Background: an optimization exercise with open tools, aiming at small area. Do not read the settings as production practice.
Function was checked by simulation only, so behaviour that the tests miss may differ from the original.
Power is estimated from default activity; no workload was simulated.

// source
module source(copy_memory, instruction, r1, r2, r3, clk);
input wire [11:0] instruction;
input wire clk;
output reg [7:0] r1;
output reg [7:0] r2;
output reg [7:0] r3;
output wire [63:0] copy_memory;
reg [7:0] mem0, mem1, mem2, mem3, mem4, mem5, mem6, mem7;
assign copy_memory = {mem7, mem6, mem5, mem4, mem3, mem2, mem1, mem0};
wire [2:0] op = instruction[11:9];
wire [2:0] fa = instruction[8:6];
wire [2:0] fb = instruction[5:3];
wire [2:0] fd = instruction[2:0];
wire nalu, nalu_a, nalu_b, alu, alu_d, add, x01, isshift;
wire [3:0] tt;
g_nor3 u_nalu (.a(op[2]), .b(op[1]), .c(op[0]), .y(nalu));      
g_nor3 u_nalu_a (.a(op[2]), .b(op[1]), .c(op[0]), .y(nalu_a));  
g_nor3 u_nalu_b (.a(op[2]), .b(op[1]), .c(op[0]), .y(nalu_b));
g_or3 u_alu (.a(op[2]), .b(op[1]), .c(op[0]), .y(alu));
g_or3 u_alu_d (.a(op[2]), .b(op[1]), .c(op[0]), .y(alu_d));    
g_and3 u_add (.a(op[2]), .b(op[1]), .c(op[0]), .y(add));        
g_xor2 u_x01 (.a(op[1]), .b(op[0]), .y(x01));
g_and2 u_sh (.a(op[2]), .b(x01), .y(isshift));                 
g_nor3b u_t0 (.a(op[1]), .b(op[0]), .cn(op[2]), .y(tt[0]));   
g_mux2 u_t2 (.a0(x01), .a1(add), .s(op[2]), .y(tt[2]));       
g_or2 u_t1 (.a(tt[2]), .b(tt[0]), .y(tt[1]));                 
g_nor2b u_t3 (.a(op[2]), .bn(op[1]), .y(tt[3]));              
wire [7:0] sa, sb;
wire [1:0] ha, hb;    
wire [3:0] la, lb;    
g_nand2b u_ha0 (.an(fa[2]), .b(alu_d), .y(ha[0]));
g_nand2 u_ha1 (.a(alu_d), .b(fa[2]), .y(ha[1]));
g_or2 u_la0 (.a(fa[1]), .b(fa[0]), .y(la[0]));
g_nand2b u_la1 (.an(fa[1]), .b(fa[0]), .y(la[1]));
g_nand2b u_la2 (.an(fa[0]), .b(fa[1]), .y(la[2]));
g_nand2 u_la3 (.a(fa[1]), .b(fa[0]), .y(la[3]));
g_nand2b u_hb0 (.an(fb[2]), .b(alu_d), .y(hb[0]));
g_nand2 u_hb1 (.a(alu_d), .b(fb[2]), .y(hb[1]));
g_or2 u_lb0 (.a(fb[1]), .b(fb[0]), .y(lb[0]));
g_nand2b u_lb1 (.an(fb[1]), .b(fb[0]), .y(lb[1]));
g_nand2b u_lb2 (.an(fb[0]), .b(fb[1]), .y(lb[2]));
g_nand2 u_lb3 (.a(fb[1]), .b(fb[0]), .y(lb[3]));
genvar k, i;
generate for (k = 0; k < 8; k = k + 1) begin : dec_ab
  ...
clock: 5.5 ns
lec_check: 0
abc_area: 1
cap_margin: 0
core_margin: 2
core_utilization: 60
gpl_timing_driven: 0
slew_margin: 0
synth_hierarchical: 1
synth_minimum_keep_size: 0
standard.sh (not shown) runs the stock make flow with config.mk's settings and CLKGATE_MAP_FILE= SYNTH_SCRIPT=/design/flow/synth_recipe.tcl, a recipe that flattens the netlist after the stock synthesis.
==> flow/flow/run.sh <==
#!/bin/bash
# The standard ORFS layout (standard.sh) with these changes:
#  - ABC maps for area only (flow/abc_area.script: no buffering or upsizing);
#    synthesis is otherwise the standard one, so the registers are unchanged;
#  - the weak *_0 cells are added to the platform's don't-use list (flow/dont_use.txt
#    is the platform's list plus those), so each gate gets its _1 cell of equal area;
#  - port buffers are the smallest buffer, sky130_fd_sc_hd__buf_1;
#  - clock tree synthesis adds no dummy loads.
# Each ORFS step writes its full log under orfs/logs; make's output goes to make_finish.log.
set -euo pipefail
W=$PWD
SD=$W/scripts_mod
rm -rf "$SD"
cp -r "$FLOW_HOME/scripts" "$SD"
cp "$W/flow/abc_area.script" "$SD/abc_area.script"
bash "$W/standard.sh" SCRIPTS_DIR="$SD" \
  DONT_USE_CELLS="$(cat "$W/flow/dont_use.txt")" \
  BUFFER_PORTS_ARGS="-buffer_cell sky130_fd_sc_hd__buf_1" \
  CTS_ARGS="-sink_clustering_enable -repair_clock_nets -dont_use_dummy_load" \
  finish > "$W/make_finish.log" 2>&1
Other scripts of this flow, unchanged in this note and not shown: flow/flow/abc_area.script, flow/flow/dont_use.txt
Rerun with:
--- a/flow/design.v
+++ b/flow/design.v
@@ -8,39 +8,38 @@
 output wire [63:0] copy_memory;
 reg [7:0] mem0, mem1, mem2, mem3, mem4, mem5, mem6, mem7;
 assign copy_memory = {mem7, mem6, mem5, mem4, mem3, mem2, mem1, mem0};
 wire [2:0] op = instruction[11:9];
 wire [2:0] fa = instruction[8:6];
 wire [2:0] fb = instruction[5:3];
 wire [2:0] fd = instruction[2:0];
-wire nalu, nalu_a, nalu_b, alu, alu_d, add, x01, isshift;
+wire nalu, nalu_a, nalu_b, alu, add, x01, isshift;
 wire [3:0] tt;
 g_nor3 u_nalu (.a(op[2]), .b(op[1]), .c(op[0]), .y(nalu));      
 g_nor3 u_nalu_a (.a(op[2]), .b(op[1]), .c(op[0]), .y(nalu_a));  
 g_nor3 u_nalu_b (.a(op[2]), .b(op[1]), .c(op[0]), .y(nalu_b));
 g_or3 u_alu (.a(op[2]), .b(op[1]), .c(op[0]), .y(alu));
-g_or3 u_alu_d (.a(op[2]), .b(op[1]), .c(op[0]), .y(alu_d));    
 g_and3 u_add (.a(op[2]), .b(op[1]), .c(op[0]), .y(add));        
 g_xor2 u_x01 (.a(op[1]), .b(op[0]), .y(x01));
 g_and2 u_sh (.a(op[2]), .b(x01), .y(isshift));                 
 g_nor3b u_t0 (.a(op[1]), .b(op[0]), .cn(op[2]), .y(tt[0]));   
 g_mux2 u_t2 (.a0(x01), .a1(add), .s(op[2]), .y(tt[2]));       
 g_or2 u_t1 (.a(tt[2]), .b(tt[0]), .y(tt[1]));                 
 g_nor2b u_t3 (.a(op[2]), .bn(op[1]), .y(tt[3]));              
 wire [7:0] sa, sb;
 wire [1:0] ha, hb;    
 wire [3:0] la, lb;    
-g_nand2b u_ha0 (.an(fa[2]), .b(alu_d), .y(ha[0]));
-g_nand2 u_ha1 (.a(alu_d), .b(fa[2]), .y(ha[1]));
+g_or2 u_ha0 (.a(nalu_a), .b(fa[2]), .y(ha[0]));
+g_nand2b u_ha1 (.an(nalu_a), .b(fa[2]), .y(ha[1]));
 g_or2 u_la0 (.a(fa[1]), .b(fa[0]), .y(la[0]));
 g_nand2b u_la1 (.an(fa[1]), .b(fa[0]), .y(la[1]));
 g_nand2b u_la2 (.an(fa[0]), .b(fa[1]), .y(la[2]));
 g_nand2 u_la3 (.a(fa[1]), .b(fa[0]), .y(la[3]));
-g_nand2b u_hb0 (.an(fb[2]), .b(alu_d), .y(hb[0]));
-g_nand2 u_hb1 (.a(alu_d), .b(fb[2]), .y(hb[1]));
+g_or2 u_hb0 (.a(nalu_b), .b(fb[2]), .y(hb[0]));
+g_nand2b u_hb1 (.an(nalu_b), .b(fb[2]), .y(hb[1]));
 g_or2 u_lb0 (.a(fb[1]), .b(fb[0]), .y(lb[0]));
 g_nand2b u_lb1 (.an(fb[1]), .b(fb[0]), .y(lb[1]));
 g_nand2b u_lb2 (.an(fb[0]), .b(fb[1]), .y(lb[2]));
 g_nand2 u_lb3 (.a(fb[1]), .b(fb[0]), .y(lb[3]));
 genvar k, i;
 generate for (k = 0; k < 8; k = k + 1) begin : dec_ab
 	g_nor2 u_da (.a(ha[k/4]), .b(la[k%4]), .y(sa[k]));
Result: Design area climbs by 0.60%; cell count does not change; wire length rose by about 3.3%; combinational power increases by about 2%; flip-flop and latch count does not change; worst setup slack gets worse by 0.046 ns; hold slack barely changes; sequential power stays flat.

## what the ideal ports hide
Ports are ideal in the flow. The routed layouts listed here were re-timed in OpenROAD.
Step 1: set_driving_cell puts a clkbuf_16 on clk and a buf_2 on each other input, an assumption about the parent block.
Step 2 moves the port delays by t, midway between the first and last clock arrival at a register: inputs arrive t later, outputs are due t later. That takes back most of the time a late clock gives input paths.
a / b / c = no drivers / after step 1 / after step 2; a / b = the first two.
run | t (ns) | setup WS [ns] | worst hold slack (ns) | worst data-port slew with drivers (ns) | cell pins on the clock port's net
the first run | 0.379 | 0.226 / 0.237 / -0.142 | 0.637 / 0.637 / 0.637 | 0.04 | 1
the second run | 0.385 | 0.179 / 0.190 / -0.195 | 0.638 / 0.638 / 0.638 | 0.03 | 1
With both steps, setup timing fails in the first run and the second run, where it was met with ideal ports. The setup slack of the second run, which loses most, moves by +0.011 ns with the drivers and by -0.374 ns with both steps.
